Context: an optimization exercise on an open-source flow, tuned for small area and a short achievable clock period. The choices shown serve that exercise and are no tape-out recipe.
RTL that was checked went through simulation tests only; none was proved equivalent to the original.
Power is estimated from default activity; no workload was simulated.

==> branch zinc: inputs <==
==> flow/design.v (excerpt) <==
module RGBtoGray (r, g, b, valid_in, clk, rst, grayout, valid_out);
==> flow/config.mk <==
export PLATFORM = sky130hd
export DESIGN_NAME = RGBtoGray
export DESIGN_NICKNAME = RGBtoGray
export VERILOG_FILES = /design/flow/design.v
export SDC_FILE = /design/flow/constraint.sdc
export NUM_CORES = 4
export LEC_CHECK = 0
export ABC_AREA = 1
export CAP_MARGIN = 20
export CORE_MARGIN = 2
export CORE_UTILIZATION = 40
export PLACE_DENSITY = 0.6
export SLEW_MARGIN = 20
==> flow/constraint.sdc <==
create_clock -name core_clock -period 12.0 [get_ports {clk}]
set_input_delay 2.4000 -clock core_clock [delete_from_list [all_inputs] [get_ports {clk}]]
set_output_delay 2.4000 -clock core_clock [all_outputs]
set_load 0.01 [all_outputs]
standard.sh (not shown) runs the stock make flow with config.mk's settings and CLKGATE_MAP_FILE= SYNTH_SCRIPT=/design/flow/synth_recipe.tcl, a recipe that flattens the netlist after the stock synthesis.
==> flow/flow/run.sh <==
#!/bin/bash
set -euo pipefail
bash standard.sh SETUP_SLACK_MARGIN=8 finish > standard_flow.log 2>&1
==> branch yarrow: changes against branch zinc <==
--- a/flow/design.v
+++ b/flow/design.v
@@ -2101,18 +2101,12 @@
   wire [0:0] hB = (b_q1[22:0] >= 23'd809428);
   wire [7:0] eB = b_q1[30:23] + 8'd252 + {7'd0, hB};
   wire [0:0] sB = b_q1[31];
   wire [0:0] ziB = (b_q1[30:23] == 8'd0);
   wire [0:0] zR = ziR | (eR == 8'd0);
   wire [0:0] zG = ziG | (eG == 8'd0);
-  wire [7:0] a1_dxy, a1_dyx; wire a1_cxy, a1_cyx;
-  add8 a1_usxy(.a(eG), .b(~eR), .ci(1'b1), .s(a1_dxy), .co(a1_cxy));
-  add8 a1_usyx(.a(eR), .b(~eG), .ci(1'b1), .s(a1_dyx), .co(a1_cyx));
-  wire [0:0] a1_exlt = ~a1_cxy;
-  wire [0:0] a1_eq = a1_cxy & a1_cyx;
-  wire [7:0] a1_d = ~a1_cxy ? a1_dyx : a1_dxy;
   wire [0:0] zB = ziB | (eB == 8'd0);
   reg [24:0] haR_q2;
   always @(posedge clk) haR_q2 <= haR;
   reg [24:0] hbR_q2;
   always @(posedge clk) hbR_q2 <= hbR;
   reg [0:0] clR_q2;
@@ -2152,18 +2146,18 @@
   reg [0:0] zR_q2;
   always @(posedge clk) zR_q2 <= zR;
   reg [0:0] zG_q2;
   always @(posedge clk) zG_q2 <= zG;
   reg [0:0] zB_q2;
   always @(posedge clk) zB_q2 <= zB;
-  reg [7:0] a1_d_q2;
-  always @(posedge clk) a1_d_q2 <= a1_d;
-  reg [0:0] a1_exlt_q2;
-  always @(posedge clk) a1_exlt_q2 <= a1_exlt;
-  reg [0:0] a1_eq_q2;
-  always @(posedge clk) a1_eq_q2 <= a1_eq;
+  wire [7:0] a1_dxy, a1_dyx; wire a1_cxy, a1_cyx;
+  add8 a1_usxy(.a(eG_q2), .b(~eR_q2), .ci(1'b1), .s(a1_dxy), .co(a1_cxy));
+  add8 a1_usyx(.a(eR_q2), .b(~eG_q2), .ci(1'b1), .s(a1_dyx), .co(a1_cyx));
+  wire [0:0] a1_exlt = ~a1_cxy;
+  wire [0:0] a1_eq = a1_cxy & a1_cyx;
+  wire [7:0] a1_d = ~a1_cxy ? a1_dyx : a1_dxy;
   wire [24:0] pR; wire pcR;
   add25 uadR(.a(haR_q2), .b(hbR_q2), .ci(clR_q2), .s(pR), .co(pcR));
   wire [22:0] fR = hR_q2 ? pR[23:1] : pR[22:0];
   wire [24:0] pG; wire pcG;
   add25 uadG(.a(haG_q2), .b(hbG_q2), .ci(clG_q2), .s(pG), .co(pcG));
   wire [22:0] fG = hG_q2 ? pG[23:1] : pG[22:0];
@@ -2195,17 +2189,17 @@
   always @(posedge clk) eB2_q3 <= eB2;
   reg [22:0] fB2_q3;
   always @(posedge clk) fB2_q3 <= fB2;
   reg [0:0] zB_q3;
   always @(posedge clk) zB_q3 <= zB_q2;
   reg [7:0] a1_d_q3;
-  always @(posedge clk) a1_d_q3 <= a1_d_q2;
+  always @(posedge clk) a1_d_q3 <= a1_d;
   reg [0:0] a1_exlt_q3;
-  always @(posedge clk) a1_exlt_q3 <= a1_exlt_q2;
+  always @(posedge clk) a1_exlt_q3 <= a1_exlt;
   reg [0:0] a1_eq_q3;
-  always @(posedge clk) a1_eq_q3 <= a1_eq_q2;
+  always @(posedge clk) a1_eq_q3 <= a1_eq;
   wire [0:0] a1_sely = ~zR_q3 & (zG_q3 | a1_exlt_q3);
   wire [7:0] a1_el = a1_sely ? eR_q3 : eG_q3;
   wire [22:0] a1_flE = a1_sely ? fR_q3 : fG_q3;
   wire [22:0] a1_fsE = a1_sely ? fG_q3 : fR_q3;
   wire [0:0] a1_nz = ~zG_q3 & ~zR_q3;
   wire [0:0] a1_zxy = zG_q3 & zR_q3;
@@ -2416,11 +2410,13 @@
   wire [7:0] a2_eadd; wire a2_eco;
   add8 a2_uexp(.a(a2_el_q10), .b(a2_lzn_q10), .ci(1'b1), .s(a2_eadd), .co(a2_eco));
   wire [7:0] a2_eo = a2_mz_q10 ? 8'd0 : a2_eadd;
   wire [0:0] a2_so = a2_mz_q10 ? 1'b0 : a2_sl_q10;
   wire [22:0] a2_fo2 = a2_fo_q10;
   wire [31:0] gout = {a2_so, a2_eo, a2_fo2};
-  assign grayout = gout;
-  reg [9:0] vp;
-  always @(posedge clk) vp <= rst ? 10'd0 : {vp[8:0], valid_in};
-  assign valid_out = vp[9];
+  reg [31:0] gout_q11;
+  always @(posedge clk) gout_q11 <= gout;
+  assign grayout = gout_q11;
+  reg [10:0] vp;
+  always @(posedge clk) vp <= rst ? 11'd0 : {vp[9:0], valid_in};
+  assign valid_out = vp[10];
 endmodule
==> flow/flow/run.sh (replaced) <==
#!/bin/bash
set -euo pipefail
bash standard.sh SETUP_SLACK_MARGIN=7.5 finish > standard_flow.log 2>&1
==> impl_metrics.env <==
export IMPL_synth_simple_area_share=0.1373
export IMPL_status="no timing/DRC/antenna violations"
export IMPL_min_to="fB2_q7[8]$_DFF_P_"
export IMPL_buffers=250
export IMPL_hold_path_startpoint="fB2_q6[8]$_DFF_P_"
export IMPL_cp_arrival_ns=2.49
export IMPL_pwr_share_seq=0.306
export IMPL_powerComb_uw=7160
The numbers above come from branch zinc.

==> impl_metrics.env <==
export IMPL_powerComb_uw=6920
export IMPL_status="no timing/DRC/antenna violations"
export IMPL_cp_arrival_ns=4.80
export IMPL_pwr_share_seq=0.317
export IMPL_hold_path_startpoint="fB2_q4[3]$_DFF_P_"
export IMPL_min_to="fB2_q5[3]$_DFF_P_"
export IMPL_synth_simple_area_share=0.1344
The numbers above come from branch yarrow.

For branch zinc, only the layout was checked, not whether the RTL still works.

* * *

==> run a: inputs <==
Another version of the RTL of RGBtoGray (not shown whole).
clock: 12.0 ns
lec_check: 0
abc_area: 1
cap_margin: 20
core_margin: 2
core_utilization: 40
place_density: 0.6
slew_margin: 20
run.sh (not shown) runs the stock make flow with config.mk's settings and CLKGATE_MAP_FILE= SYNTH_SCRIPT=/design/flow/synth_recipe.tcl, a recipe that flattens the netlist after the stock synthesis.
Stock flow here: none of the scripts above is used.
==> run b: changes against run a <==
==> flow/flow/run.sh (new file) <==
#!/bin/bash
set -euo pipefail
bash standard.sh SETUP_SLACK_MARGIN=7.5 finish > standard_flow.log 2>&1
==> flow/standard.sh (new file) <==
#!/bin/bash
# synth_recipe.tcl (not shown) runs the flow's synth.tcl, then flattens the netlist and writes it again
# the make line also repeats each setting of config.mk as NAME=value (left out here)
make -C /OpenROAD-flow-scripts/flow DESIGN_CONFIG=/design/flow/config.mk WORK_HOME=/design/flow/orfs CLKGATE_MAP_FILE= SYNTH_SCRIPT=/design/flow/synth_recipe.tcl "${@:-finish}"
removed: flow/run.sh
==> comparison table <==
Wire length of the first global-routing pass: run b 161000 microns; run a 155000 microns
Worst flop-to-flop path startpoint: run b b_q1[21]; run a b_q1[17]
Clock distribution area overhead in the final layout: run b 0.0380; run a 0.0410
Vias in the first global route: run b 29712; run a 28568
Cell Area, Placed: run b 40400 sq um; run a 40000 sq um
Post-cts repair resize count: run b 332; run a 0
Actual slew at the worst max-slew pin: run b 0.896 ns; run a 0.873 ns
Time the worst path needs with I/O delays and setup: run b 5.92 ns; run a 7.07 ns
Setup repair bufs after CTS: run b 131; run a 0
Worst stage delay on the critical path: run b 0.60 ns; run a 0.63 ns
Nets: run b 5790; run a 5499
Share of the final layout cell area in multi-input gates: run b 0.583; run a 0.610
Layout clock buffer count: run b 59; run a 65
Relative contribution of combinational cells to total power: run b 0.723; run a 0.668
Register-to-register path setup slack: run b 6.08 ns; run a 4.93 ns
Via count: run b 30082; run a 28147
Run status: run b no timing/DRC/antenna violations; run a no timing/DRC/antenna violations
Power Total: run b 14.8 mW; run a 12.1 mW
Global routing usage on met3: run b 0.0324; run a 0.0272
Later-pin clock latency in the skew report: run b 0.65 ns; run a 0.64 ns
Total area of multi-input combinational cells: run b 27400 sq um; run a 25500 sq um
Reg area: run b 8680 sq um; run a 8450 sq um
Total routing resource utilization after global routing: run b 0.210; run a 0.201
Unrepaired setup endpoints after global routing: run b yes; run a no
Sequential cell area share: run b 0.185; run a 0.202
Switching component of the power: run b 7.20 mW; run a 6.04 mW
Cell type of the slowest stage on the worst timing path: run b fa_2; run a dfxtp_1
No run of this note included a check of the RTL's function; only the layout flow was run.

* * *

==> inputs of wip/quartz <==
RGBtoGray, a different RTL version from the one above (not shown whole).
==> flow/config.mk <==
export PLATFORM = sky130hd
export DESIGN_NAME = RGBtoGray
export DESIGN_NICKNAME = RGBtoGray
export VERILOG_FILES = /design/flow/design.v
export SDC_FILE = /design/flow/constraint.sdc
export NUM_CORES = 4
export LEC_CHECK = 0
export ABC_AREA = 1
export CAP_MARGIN = 20
export CORE_MARGIN = 2
export CORE_UTILIZATION = 40
export CTS_BUF_LIST = sky130_fd_sc_hd__clkbuf_8
export CTS_CLUSTER_DIAMETER = 45
export CTS_CLUSTER_SIZE = 12
export PLACE_DENSITY = 0.6
export SLEW_MARGIN = 20
==> flow/constraint.sdc <==
create_clock -name core_clock -period 12.0 [get_ports {clk}]
set_input_delay 2.4000 -clock core_clock [delete_from_list [all_inputs] [get_ports {clk}]]
set_output_delay 2.4000 -clock core_clock [all_outputs]
set_load 0.01 [all_outputs]
standard.sh (not shown) runs the stock make flow with config.mk's settings and CLKGATE_MAP_FILE= SYNTH_SCRIPT=/design/flow/synth_recipe.tcl, a recipe that flattens the netlist after the stock synthesis.
==> flow/flow/run.sh <==
#!/bin/bash
# 1. the standard synthesis (standard.sh synth), unchanged.
# 2. flow/invpush.py: full adders are self-dual, so an fa cell can take complemented inputs and
#    give complemented outputs; it flips fa cells where that needs fewer inverters. Registers,
#    ports and every register's and port's logic function stay as synthesis made them.
set -euo pipefail
R=orfs/results/${FLOW_PLATFORM}/RGBtoGray/base
bash standard.sh SETUP_SLACK_MARGIN=8 'BUFFER_PORTS_ARGS=-buffer_cell sky130_fd_sc_hd__buf_1' synth > synth.log 2>&1
python3 flow/invpush.py $R/1_2_yosys.v $R/1_2_yosys.inv.v > invpush.log 2>&1
mv $R/1_2_yosys.inv.v $R/1_2_yosys.v
rm -f $R/1_synth.odb
bash standard.sh SETUP_SLACK_MARGIN=8 'BUFFER_PORTS_ARGS=-buffer_cell sky130_fd_sc_hd__buf_1' finish > standard_flow.log 2>&1
Other scripts of this flow, unchanged in this note and not shown: flow/flow/invpush.py
==> wip/pepper (differences from wip/quartz) <==
--- a/flow/design.v
+++ b/flow/design.v
@@ -1640,13 +1640,13 @@
   wire [22:0] cs;
   mul_B_ct ulo(.a(ra[22:0]), .b(rb[22:0]), .ci(1'b0), .co(cl));
   assign ha = ra[47:23];
   assign hb = rb[47:23];
 endmodule
 module mul_R_ct(input [22:0] a, input [22:0] b, input ci, output co);
-  wire [22:0] p = a ^ b;
+  wire [22:0] p = a | b;
   wire [22:0] g = a & b;
   wire G0c = g[0] | (p[0] & ci);
   wire T1 = g[1] | (p[1] & G0c);
   wire T2 = g[3] | (p[3] & g[2]);
   wire Q2 = p[3] & p[2];
   wire T3 = g[5] | (p[5] & g[4]);
@@ -1685,13 +1685,13 @@
   wire Q20 = Q17 & Q16;
   wire T21 = T19 | (Q19 & T18);
   wire T22 = T20 | (Q20 & T21);
   assign co = T22;
 endmodule
 module mul_G_ct(input [22:0] a, input [22:0] b, input ci, output co);
-  wire [22:0] p = a ^ b;
+  wire [22:0] p = a | b;
   wire [22:0] g = a & b;
   wire G0c = g[0] | (p[0] & ci);
   wire T1 = g[1] | (p[1] & G0c);
   wire T2 = g[3] | (p[3] & g[2]);
   wire Q2 = p[3] & p[2];
   wire T3 = g[5] | (p[5] & g[4]);
@@ -1730,13 +1730,13 @@
   wire Q20 = Q17 & Q16;
   wire T21 = T19 | (Q19 & T18);
   wire T22 = T20 | (Q20 & T21);
   assign co = T22;
 endmodule
 module mul_B_ct(input [22:0] a, input [22:0] b, input ci, output co);
-  wire [22:0] p = a ^ b;
+  wire [22:0] p = a | b;
   wire [22:0] g = a & b;
   wire G0c = g[0] | (p[0] & ci);
   wire T1 = g[1] | (p[1] & G0c);
   wire T2 = g[3] | (p[3] & g[2]);
   wire Q2 = p[3] & p[2];
   wire T3 = g[5] | (p[5] & g[4]);
@@ -1867,13 +1867,13 @@
   wire G54 = G45 | (P45 & G44);
   wire [24:0] c = {G53,G52,G51,G50,G49,G48,G47,G46,G44,G43,G42,G41,G40,G39,G38,G37,G28,G27,G26,G25,G14,G13,G1,G0c,ci};
   assign s = p ^ c;
   assign co = G54;
 endmodule
 module a1_ct23(input [22:0] a, input [22:0] b, input ci, output co);
-  wire [22:0] p = a ^ b;
+  wire [22:0] p = a | b;
   wire [22:0] g = a & b;
   wire G0c = g[0] | (p[0] & ci);
   wire T1 = g[1] | (p[1] & G0c);
   wire T2 = g[3] | (p[3] & g[2]);
   wire Q2 = p[3] & p[2];
   wire T3 = g[5] | (p[5] & g[4]);
@@ -1912,13 +1912,13 @@
   wire Q20 = Q17 & Q16;
   wire T21 = T19 | (Q19 & T18);
   wire T22 = T20 | (Q20 & T21);
   assign co = T22;
 endmodule
 module a2_ct23(input [22:0] a, input [22:0] b, input ci, output co);
-  wire [22:0] p = a ^ b;
+  wire [22:0] p = a | b;
   wire [22:0] g = a & b;
   wire G0c = g[0] | (p[0] & ci);
   wire T1 = g[1] | (p[1] & G0c);
   wire T2 = g[3] | (p[3] & g[2]);
   wire Q2 = p[3] & p[2];
   wire T3 = g[5] | (p[5] & g[4]);
@@ -2208,14 +2208,14 @@
   wire [23:0] a1_a1 = a1_d_q3[0] ? {1'b0, a1_a0[23:1]} : a1_a0;
   wire [23:0] a1_a2 = a1_d_q3[1] ? {2'b0, a1_a1[23:2]} : a1_a1;
   wire [23:0] a1_a3 = a1_d_q3[2] ? {4'b0, a1_a2[23:4]} : a1_a2;
   wire [23:0] a1_a4 = a1_d_q3[3] ? {8'b0, a1_a3[23:8]} : a1_a3;
   wire [23:0] a1_a5 = a1_d_q3[4] ? {16'b0, a1_a4[23:16]} : a1_a4;
   wire [23:0] a1_msE = a1_kill ? 24'd0 : a1_a5;
-  wire [22:0] a1_fl = a1_swm ? a1_msE[22:0] : a1_flE;
-  wire [23:0] a1_ms = a1_swm ? {1'b1, a1_flE} : a1_msE;
+  wire [22:0] a1_fl = a1_flE;
+  wire [23:0] a1_ms = a1_msE;
   reg [7:0] a1_el_q4;
   always @(posedge clk) a1_el_q4 <= a1_el;
   reg [22:0] a1_fl_q4;
   always @(posedge clk) a1_fl_q4 <= a1_fl;
   reg [23:0] a1_ms_q4;
   always @(posedge clk) a1_ms_q4 <= a1_ms;
@@ -2224,38 +2224,42 @@
   reg [0:0] a1_sub_q4;
   always @(posedge clk) a1_sub_q4 <= a1_sub;
   reg [0:0] a1_zxy_q4;
   always @(posedge clk) a1_zxy_q4 <= a1_zxy;
   reg [0:0] a1_nz_q4;
   always @(posedge clk) a1_nz_q4 <= a1_nz;
+  reg [0:0] a1_swm_q4;
+  always @(posedge clk) a1_swm_q4 <= a1_swm;
   reg [0:0] sB2_q4;
   always @(posedge clk) sB2_q4 <= sB2_q3;
   reg [7:0] eB2_q4;
   always @(posedge clk) eB2_q4 <= eB2_q3;
   reg [22:0] fB2_q4;
   always @(posedge clk) fB2_q4 <= fB2_q3;
   wire [23:0] a1_ma; wire a1_mc;
-  add24 a1_uadd(.a({1'b1, a1_fl_q4}), .b(a1_ms_q4 ^ {24{a1_sub_q4}}), .ci(a1_sub_q4), .s(a1_ma), .co(a1_mc));
+  add24 a1_uadd(.a({1'b1, a1_fl_q4}), .b(a1_ms_q4 ^ {24{a1_sub_q4}}), .ci(a1_sub_q4 & ~a1_swm_q4), .s(a1_ma), .co(a1_mc));
   wire [24:0] a1_m = {a1_mc & ~a1_sub_q4, a1_ma};
   reg [7:0] a1_el_q5;
   always @(posedge clk) a1_el_q5 <= a1_el_q4;
   reg [24:0] a1_m_q5;
   always @(posedge clk) a1_m_q5 <= a1_m;
   reg [0:0] a1_sl_q5;
   always @(posedge clk) a1_sl_q5 <= a1_sl_q4;
   reg [0:0] a1_zxy_q5;
   always @(posedge clk) a1_zxy_q5 <= a1_zxy_q4;
   reg [0:0] a1_nz_q5;
   always @(posedge clk) a1_nz_q5 <= a1_nz_q4;
+  reg [0:0] a1_swm_q5;
+  always @(posedge clk) a1_swm_q5 <= a1_swm_q4;
   reg [0:0] sB2_q5;
   always @(posedge clk) sB2_q5 <= sB2_q4;
   reg [7:0] eB2_q5;
   always @(posedge clk) eB2_q5 <= eB2_q4;
   reg [22:0] fB2_q5;
   always @(posedge clk) fB2_q5 <= fB2_q4;
-  wire [23:0] a1_n0 = a1_m_q5[23:0];
+  wire [23:0] a1_n0 = a1_m_q5[23:0] ^ {24{a1_swm_q5}};
   wire a1_z16 = (a1_n0[23:8] == 16'd0);
   wire [23:0] a1_n1 = a1_z16 ? {a1_n0[7:0], 16'd0} : a1_n0;
   wire a1_z8 = (a1_n1[23:16] == 8'd0);
   wire [23:0] a1_n2 = a1_z8 ? {a1_n1[15:0], 8'd0} : a1_n1;
   wire a1_z4 = (a1_n2[23:20] == 4'd0);
   wire [23:0] a1_n3 = a1_z4 ? {a1_n2[19:0], 4'd0} : a1_n2;
@@ -2335,34 +2339,38 @@
   wire [23:0] a2_a1 = a2_d_q7[0] ? {1'b0, a2_a0[23:1]} : a2_a0;
   wire [23:0] a2_a2 = a2_d_q7[1] ? {2'b0, a2_a1[23:2]} : a2_a1;
   wire [23:0] a2_a3 = a2_d_q7[2] ? {4'b0, a2_a2[23:4]} : a2_a2;
   wire [23:0] a2_a4 = a2_d_q7[3] ? {8'b0, a2_a3[23:8]} : a2_a3;
   wire [23:0] a2_a5 = a2_d_q7[4] ? {16'b0, a2_a4[23:16]} : a2_a4;
   wire [23:0] a2_msE = a2_kill ? 24'd0 : a2_a5;
-  wire [22:0] a2_fl = a2_swm ? a2_msE[22:0] : a2_flE;
-  wire [23:0] a2_ms = a2_swm ? {1'b1, a2_flE} : a2_msE;
+  wire [22:0] a2_fl = a2_flE;
+  wire [23:0] a2_ms = a2_msE;
   reg [7:0] a2_el_q8;
   always @(posedge clk) a2_el_q8 <= a2_el;
   reg [22:0] a2_fl_q8;
   always @(posedge clk) a2_fl_q8 <= a2_fl;
   reg [23:0] a2_ms_q8;
   always @(posedge clk) a2_ms_q8 <= a2_ms;
   reg [0:0] a2_sl_q8;
   always @(posedge clk) a2_sl_q8 <= a2_sl;
   reg [0:0] a2_sub_q8;
   always @(posedge clk) a2_sub_q8 <= a2_sub;
+  reg [0:0] a2_swm_q8;
+  always @(posedge clk) a2_swm_q8 <= a2_swm;
   wire [23:0] a2_ma; wire a2_mc;
-  add24 a2_uadd(.a({1'b1, a2_fl_q8}), .b(a2_ms_q8 ^ {24{a2_sub_q8}}), .ci(a2_sub_q8), .s(a2_ma), .co(a2_mc));
+  add24 a2_uadd(.a({1'b1, a2_fl_q8}), .b(a2_ms_q8 ^ {24{a2_sub_q8}}), .ci(a2_sub_q8 & ~a2_swm_q8), .s(a2_ma), .co(a2_mc));
   wire [24:0] a2_m = {a2_mc & ~a2_sub_q8, a2_ma};
   reg [7:0] a2_el_q9;
   always @(posedge clk) a2_el_q9 <= a2_el_q8;
   reg [24:0] a2_m_q9;
   always @(posedge clk) a2_m_q9 <= a2_m;
   reg [0:0] a2_sl_q9;
   always @(posedge clk) a2_sl_q9 <= a2_sl_q8;
-  wire [23:0] a2_n0 = a2_m_q9[23:0];
+  reg [0:0] a2_swm_q9;
+  always @(posedge clk) a2_swm_q9 <= a2_swm_q8;
+  wire [23:0] a2_n0 = a2_m_q9[23:0] ^ {24{a2_swm_q9}};
   wire a2_z16 = (a2_n0[23:8] == 16'd0);
   wire [23:0] a2_n1 = a2_z16 ? {a2_n0[7:0], 16'd0} : a2_n0;
   wire a2_z8 = (a2_n1[23:16] == 8'd0);
   wire [23:0] a2_n2 = a2_z8 ? {a2_n1[15:0], 8'd0} : a2_n1;
   wire a2_z4 = (a2_n2[23:20] == 4'd0);
   wire [23:0] a2_n3 = a2_z4 ? {a2_n2[19:0], 4'd0} : a2_n2;
==> flow/flow/run.sh (replaced) <==
#!/bin/bash
# 1. the standard synthesis (standard.sh synth), unchanged.
# 2. flow/invpush.py: full adders are self-dual, so an fa cell can take complemented inputs and
#    give complemented outputs; it flips fa cells where that needs fewer inverters. Registers,
#    ports and every register's and port's logic function stay as synthesis made them.
set -euo pipefail
R=orfs/results/${FLOW_PLATFORM}/RGBtoGray/base
bash standard.sh SETUP_SLACK_MARGIN=8.5 'BUFFER_PORTS_ARGS=-buffer_cell sky130_fd_sc_hd__buf_1' synth > synth.log 2>&1
python3 flow/invpush.py $R/1_2_yosys.v $R/1_2_yosys.inv.v > invpush.log 2>&1
mv $R/1_2_yosys.inv.v $R/1_2_yosys.v
rm -f $R/1_synth.odb
bash standard.sh SETUP_SLACK_MARGIN=8.5 'BUFFER_PORTS_ARGS=-buffer_cell sky130_fd_sc_hd__buf_1' finish > standard_flow.log 2>&1
Settings changed: CORE_UTILIZATION 40 to 70, CTS_CLUSTER_DIAMETER 45 to 50, CTS_CLUSTER_SIZE 12 to 16, PLACE_DENSITY 0.6 to 0.88.
==> wip/juniper (differences from wip/quartz) <==
--- a/flow/design.v
+++ b/flow/design.v
@@ -1640,13 +1640,13 @@
   wire [22:0] cs;
   mul_B_ct ulo(.a(ra[22:0]), .b(rb[22:0]), .ci(1'b0), .co(cl));
   assign ha = ra[47:23];
   assign hb = rb[47:23];
 endmodule
 module mul_R_ct(input [22:0] a, input [22:0] b, input ci, output co);
-  wire [22:0] p = a ^ b;
+  wire [22:0] p = a | b;
   wire [22:0] g = a & b;
   wire G0c = g[0] | (p[0] & ci);
   wire T1 = g[1] | (p[1] & G0c);
   wire T2 = g[3] | (p[3] & g[2]);
   wire Q2 = p[3] & p[2];
   wire T3 = g[5] | (p[5] & g[4]);
@@ -1685,13 +1685,13 @@
   wire Q20 = Q17 & Q16;
   wire T21 = T19 | (Q19 & T18);
   wire T22 = T20 | (Q20 & T21);
   assign co = T22;
 endmodule
 module mul_G_ct(input [22:0] a, input [22:0] b, input ci, output co);
-  wire [22:0] p = a ^ b;
+  wire [22:0] p = a | b;
   wire [22:0] g = a & b;
   wire G0c = g[0] | (p[0] & ci);
   wire T1 = g[1] | (p[1] & G0c);
   wire T2 = g[3] | (p[3] & g[2]);
   wire Q2 = p[3] & p[2];
   wire T3 = g[5] | (p[5] & g[4]);
@@ -1730,13 +1730,13 @@
   wire Q20 = Q17 & Q16;
   wire T21 = T19 | (Q19 & T18);
   wire T22 = T20 | (Q20 & T21);
   assign co = T22;
 endmodule
 module mul_B_ct(input [22:0] a, input [22:0] b, input ci, output co);
-  wire [22:0] p = a ^ b;
+  wire [22:0] p = a | b;
   wire [22:0] g = a & b;
   wire G0c = g[0] | (p[0] & ci);
   wire T1 = g[1] | (p[1] & G0c);
   wire T2 = g[3] | (p[3] & g[2]);
   wire Q2 = p[3] & p[2];
   wire T3 = g[5] | (p[5] & g[4]);
@@ -1867,13 +1867,13 @@
   wire G54 = G45 | (P45 & G44);
   wire [24:0] c = {G53,G52,G51,G50,G49,G48,G47,G46,G44,G43,G42,G41,G40,G39,G38,G37,G28,G27,G26,G25,G14,G13,G1,G0c,ci};
   assign s = p ^ c;
   assign co = G54;
 endmodule
 module a1_ct23(input [22:0] a, input [22:0] b, input ci, output co);
-  wire [22:0] p = a ^ b;
+  wire [22:0] p = a | b;
   wire [22:0] g = a & b;
   wire G0c = g[0] | (p[0] & ci);
   wire T1 = g[1] | (p[1] & G0c);
   wire T2 = g[3] | (p[3] & g[2]);
   wire Q2 = p[3] & p[2];
   wire T3 = g[5] | (p[5] & g[4]);
@@ -1912,13 +1912,13 @@
   wire Q20 = Q17 & Q16;
   wire T21 = T19 | (Q19 & T18);
   wire T22 = T20 | (Q20 & T21);
   assign co = T22;
 endmodule
 module a2_ct23(input [22:0] a, input [22:0] b, input ci, output co);
-  wire [22:0] p = a ^ b;
+  wire [22:0] p = a | b;
   wire [22:0] g = a & b;
   wire G0c = g[0] | (p[0] & ci);
   wire T1 = g[1] | (p[1] & G0c);
   wire T2 = g[3] | (p[3] & g[2]);
   wire Q2 = p[3] & p[2];
   wire T3 = g[5] | (p[5] & g[4]);
@@ -2208,14 +2208,14 @@
   wire [23:0] a1_a1 = a1_d_q3[0] ? {1'b0, a1_a0[23:1]} : a1_a0;
   wire [23:0] a1_a2 = a1_d_q3[1] ? {2'b0, a1_a1[23:2]} : a1_a1;
   wire [23:0] a1_a3 = a1_d_q3[2] ? {4'b0, a1_a2[23:4]} : a1_a2;
   wire [23:0] a1_a4 = a1_d_q3[3] ? {8'b0, a1_a3[23:8]} : a1_a3;
   wire [23:0] a1_a5 = a1_d_q3[4] ? {16'b0, a1_a4[23:16]} : a1_a4;
   wire [23:0] a1_msE = a1_kill ? 24'd0 : a1_a5;
-  wire [22:0] a1_fl = a1_swm ? a1_msE[22:0] : a1_flE;
-  wire [23:0] a1_ms = a1_swm ? {1'b1, a1_flE} : a1_msE;
+  wire [22:0] a1_fl = a1_flE;
+  wire [23:0] a1_ms = a1_msE;
   reg [7:0] a1_el_q4;
   always @(posedge clk) a1_el_q4 <= a1_el;
   reg [22:0] a1_fl_q4;
   always @(posedge clk) a1_fl_q4 <= a1_fl;
   reg [23:0] a1_ms_q4;
   always @(posedge clk) a1_ms_q4 <= a1_ms;
@@ -2224,38 +2224,42 @@
   reg [0:0] a1_sub_q4;
   always @(posedge clk) a1_sub_q4 <= a1_sub;
   reg [0:0] a1_zxy_q4;
   always @(posedge clk) a1_zxy_q4 <= a1_zxy;
   reg [0:0] a1_nz_q4;
   always @(posedge clk) a1_nz_q4 <= a1_nz;
+  reg [0:0] a1_swm_q4;
+  always @(posedge clk) a1_swm_q4 <= a1_swm;
   reg [0:0] sB2_q4;
   always @(posedge clk) sB2_q4 <= sB2_q3;
   reg [7:0] eB2_q4;
   always @(posedge clk) eB2_q4 <= eB2_q3;
   reg [22:0] fB2_q4;
   always @(posedge clk) fB2_q4 <= fB2_q3;
   wire [23:0] a1_ma; wire a1_mc;
-  add24 a1_uadd(.a({1'b1, a1_fl_q4}), .b(a1_ms_q4 ^ {24{a1_sub_q4}}), .ci(a1_sub_q4), .s(a1_ma), .co(a1_mc));
+  add24 a1_uadd(.a({1'b1, a1_fl_q4}), .b(a1_ms_q4 ^ {24{a1_sub_q4}}), .ci(a1_sub_q4 & ~a1_swm_q4), .s(a1_ma), .co(a1_mc));
   wire [24:0] a1_m = {a1_mc & ~a1_sub_q4, a1_ma};
   reg [7:0] a1_el_q5;
   always @(posedge clk) a1_el_q5 <= a1_el_q4;
   reg [24:0] a1_m_q5;
   always @(posedge clk) a1_m_q5 <= a1_m;
   reg [0:0] a1_sl_q5;
   always @(posedge clk) a1_sl_q5 <= a1_sl_q4;
   reg [0:0] a1_zxy_q5;
   always @(posedge clk) a1_zxy_q5 <= a1_zxy_q4;
   reg [0:0] a1_nz_q5;
   always @(posedge clk) a1_nz_q5 <= a1_nz_q4;
+  reg [0:0] a1_swm_q5;
+  always @(posedge clk) a1_swm_q5 <= a1_swm_q4;
   reg [0:0] sB2_q5;
   always @(posedge clk) sB2_q5 <= sB2_q4;
   reg [7:0] eB2_q5;
   always @(posedge clk) eB2_q5 <= eB2_q4;
   reg [22:0] fB2_q5;
   always @(posedge clk) fB2_q5 <= fB2_q4;
-  wire [23:0] a1_n0 = a1_m_q5[23:0];
+  wire [23:0] a1_n0 = a1_m_q5[23:0] ^ {24{a1_swm_q5}};
   wire a1_z16 = (a1_n0[23:8] == 16'd0);
   wire [23:0] a1_n1 = a1_z16 ? {a1_n0[7:0], 16'd0} : a1_n0;
   wire a1_z8 = (a1_n1[23:16] == 8'd0);
   wire [23:0] a1_n2 = a1_z8 ? {a1_n1[15:0], 8'd0} : a1_n1;
   wire a1_z4 = (a1_n2[23:20] == 4'd0);
   wire [23:0] a1_n3 = a1_z4 ? {a1_n2[19:0], 4'd0} : a1_n2;
@@ -2335,34 +2339,38 @@
   wire [23:0] a2_a1 = a2_d_q7[0] ? {1'b0, a2_a0[23:1]} : a2_a0;
   wire [23:0] a2_a2 = a2_d_q7[1] ? {2'b0, a2_a1[23:2]} : a2_a1;
   wire [23:0] a2_a3 = a2_d_q7[2] ? {4'b0, a2_a2[23:4]} : a2_a2;
   wire [23:0] a2_a4 = a2_d_q7[3] ? {8'b0, a2_a3[23:8]} : a2_a3;
   wire [23:0] a2_a5 = a2_d_q7[4] ? {16'b0, a2_a4[23:16]} : a2_a4;
   wire [23:0] a2_msE = a2_kill ? 24'd0 : a2_a5;
-  wire [22:0] a2_fl = a2_swm ? a2_msE[22:0] : a2_flE;
-  wire [23:0] a2_ms = a2_swm ? {1'b1, a2_flE} : a2_msE;
+  wire [22:0] a2_fl = a2_flE;
+  wire [23:0] a2_ms = a2_msE;
   reg [7:0] a2_el_q8;
   always @(posedge clk) a2_el_q8 <= a2_el;
   reg [22:0] a2_fl_q8;
   always @(posedge clk) a2_fl_q8 <= a2_fl;
   reg [23:0] a2_ms_q8;
   always @(posedge clk) a2_ms_q8 <= a2_ms;
   reg [0:0] a2_sl_q8;
   always @(posedge clk) a2_sl_q8 <= a2_sl;
   reg [0:0] a2_sub_q8;
   always @(posedge clk) a2_sub_q8 <= a2_sub;
+  reg [0:0] a2_swm_q8;
+  always @(posedge clk) a2_swm_q8 <= a2_swm;
   wire [23:0] a2_ma; wire a2_mc;
-  add24 a2_uadd(.a({1'b1, a2_fl_q8}), .b(a2_ms_q8 ^ {24{a2_sub_q8}}), .ci(a2_sub_q8), .s(a2_ma), .co(a2_mc));
+  add24 a2_uadd(.a({1'b1, a2_fl_q8}), .b(a2_ms_q8 ^ {24{a2_sub_q8}}), .ci(a2_sub_q8 & ~a2_swm_q8), .s(a2_ma), .co(a2_mc));
   wire [24:0] a2_m = {a2_mc & ~a2_sub_q8, a2_ma};
   reg [7:0] a2_el_q9;
   always @(posedge clk) a2_el_q9 <= a2_el_q8;
   reg [24:0] a2_m_q9;
   always @(posedge clk) a2_m_q9 <= a2_m;
   reg [0:0] a2_sl_q9;
   always @(posedge clk) a2_sl_q9 <= a2_sl_q8;
-  wire [23:0] a2_n0 = a2_m_q9[23:0];
+  reg [0:0] a2_swm_q9;
+  always @(posedge clk) a2_swm_q9 <= a2_swm_q8;
+  wire [23:0] a2_n0 = a2_m_q9[23:0] ^ {24{a2_swm_q9}};
   wire a2_z16 = (a2_n0[23:8] == 16'd0);
   wire [23:0] a2_n1 = a2_z16 ? {a2_n0[7:0], 16'd0} : a2_n0;
   wire a2_z8 = (a2_n1[23:16] == 8'd0);
   wire [23:0] a2_n2 = a2_z8 ? {a2_n1[15:0], 8'd0} : a2_n1;
   wire a2_z4 = (a2_n2[23:20] == 4'd0);
   wire [23:0] a2_n3 = a2_z4 ? {a2_n2[19:0], 4'd0} : a2_n2;
==> flow/flow/run.sh (replaced) <==
#!/bin/bash
# 1. the standard synthesis (standard.sh synth), unchanged.
# 2. flow/invpush.py: full adders are self-dual, so an fa cell can take complemented inputs and
#    give complemented outputs; it flips fa cells where that needs fewer inverters. Registers,
#    ports and every register's and port's logic function stay as synthesis made them.
set -euo pipefail
R=orfs/results/${FLOW_PLATFORM}/RGBtoGray/base
bash standard.sh SETUP_SLACK_MARGIN=8.6 'BUFFER_PORTS_ARGS=-buffer_cell sky130_fd_sc_hd__buf_1' synth > synth.log 2>&1
python3 flow/invpush.py $R/1_2_yosys.v $R/1_2_yosys.inv.v > invpush.log 2>&1
mv $R/1_2_yosys.inv.v $R/1_2_yosys.v
rm -f $R/1_synth.odb
bash standard.sh SETUP_SLACK_MARGIN=8.6 'BUFFER_PORTS_ARGS=-buffer_cell sky130_fd_sc_hd__buf_1' finish > standard_flow.log 2>&1
Settings changed: CORE_UTILIZATION 40 to 60, CTS_CLUSTER_DIAMETER 45 to 50, CTS_CLUSTER_SIZE 12 to 16, PLACE_DENSITY 0.6 to 0.8.
==> comparison table <==
item                                                                 wip/pepper    wip/quartz  wip/juniper
Outcome                                        no timing/DRC/antenna violations  no timing/DRC/antenna violations  no timing/DRC/antenna violations
Summed area of non-filler cells in the final layout                   50180 µm²     50290 µm²    50570 µm²
Final Total Pwr                                                        14.89 mW      13.82 mW     14.26 mW
Sequential cell area                                                  17450 µm²     17220 µm²    17450 µm²
Initial Util                                                             70.69%        40.46%       60.80%
Startpoint of the worst-slack reg-to-reg timing path                   g_q1[10]      r_q1[10]      b_q1[7]
Number of antenna violations at the first check in global routing             2             7            1
Detailed-route via count                                                  35380         31040        32580
Number of global-route vias before repair                                 34370         31560        32570
Total global-route track usage                                           35.77%        17.97%       27.16%
Smallest setup slack after layout                                      8.176 ns      8.159 ns     8.413 ns
Endpoint, Worst Hold                                               a1_fo2_q7[7]   gout_q11[0]   fB2_q7[20]
Hold path startpoint                                                a1_fo_q6[7]  a2_fo_q10[0]   fB2_q6[20]
Relative contribution of sequential cells to total power                  31.4%         33.5%        32.6%
First-pass GRT wire length                                            182600 µm     167100 µm    165900 µm
Post-layout minimum cycle time                                         3.824 ns      3.841 ns     3.587 ns

static timing again, ports no longer ideal:
The flow's constraints put no driver on any port. The routed layouts listed below were extracted and timed again, unchanged, in two steps. Step 1: set_driving_cell puts a clkbuf_16 on clk and a buf_2 on each other input, an assumption about the parent block. Step 2 times the ports against the registers' clock, not the clock port: input delays grow and output delays shrink by t, the midpoint of the rising clock arrivals with the driver on. a / b / c = ideal / step 1 / step 2; a / b = the first two.
| run | shift t [ns] | slack for setup (ns) | hold WS [ns] |
|---|---|---|---|
| branch zinc | 0.734 | 7.108 / 7.040 / 7.774 | 0.291 / 0.291 / 0.291 |
| branch yarrow | 0.742 | 7.798 / 7.798 / 7.798 | 0.275 / 0.275 / 0.275 |
| run a | 0.687 | 4.927 / 4.927 / 4.927 | 0.306 / 0.306 / 0.306 |
| run b | 0.691 | 6.082 / 6.082 / 6.082 | 0.325 / 0.325 / 0.325 |
| wip/quartz | 0.824 | 8.159 / 8.159 / 8.159 | 0.322 / 0.322 / 0.322 |
| wip/pepper | 0.808 | 8.176 / 8.176 / 8.176 | 0.302 / 0.302 / 0.302 |
| wip/juniper | 0.768 | 8.413 / 8.381 / 8.413 | 0.317 / 0.317 / 0.317 |
After both steps setup and hold are still met in every run listed.
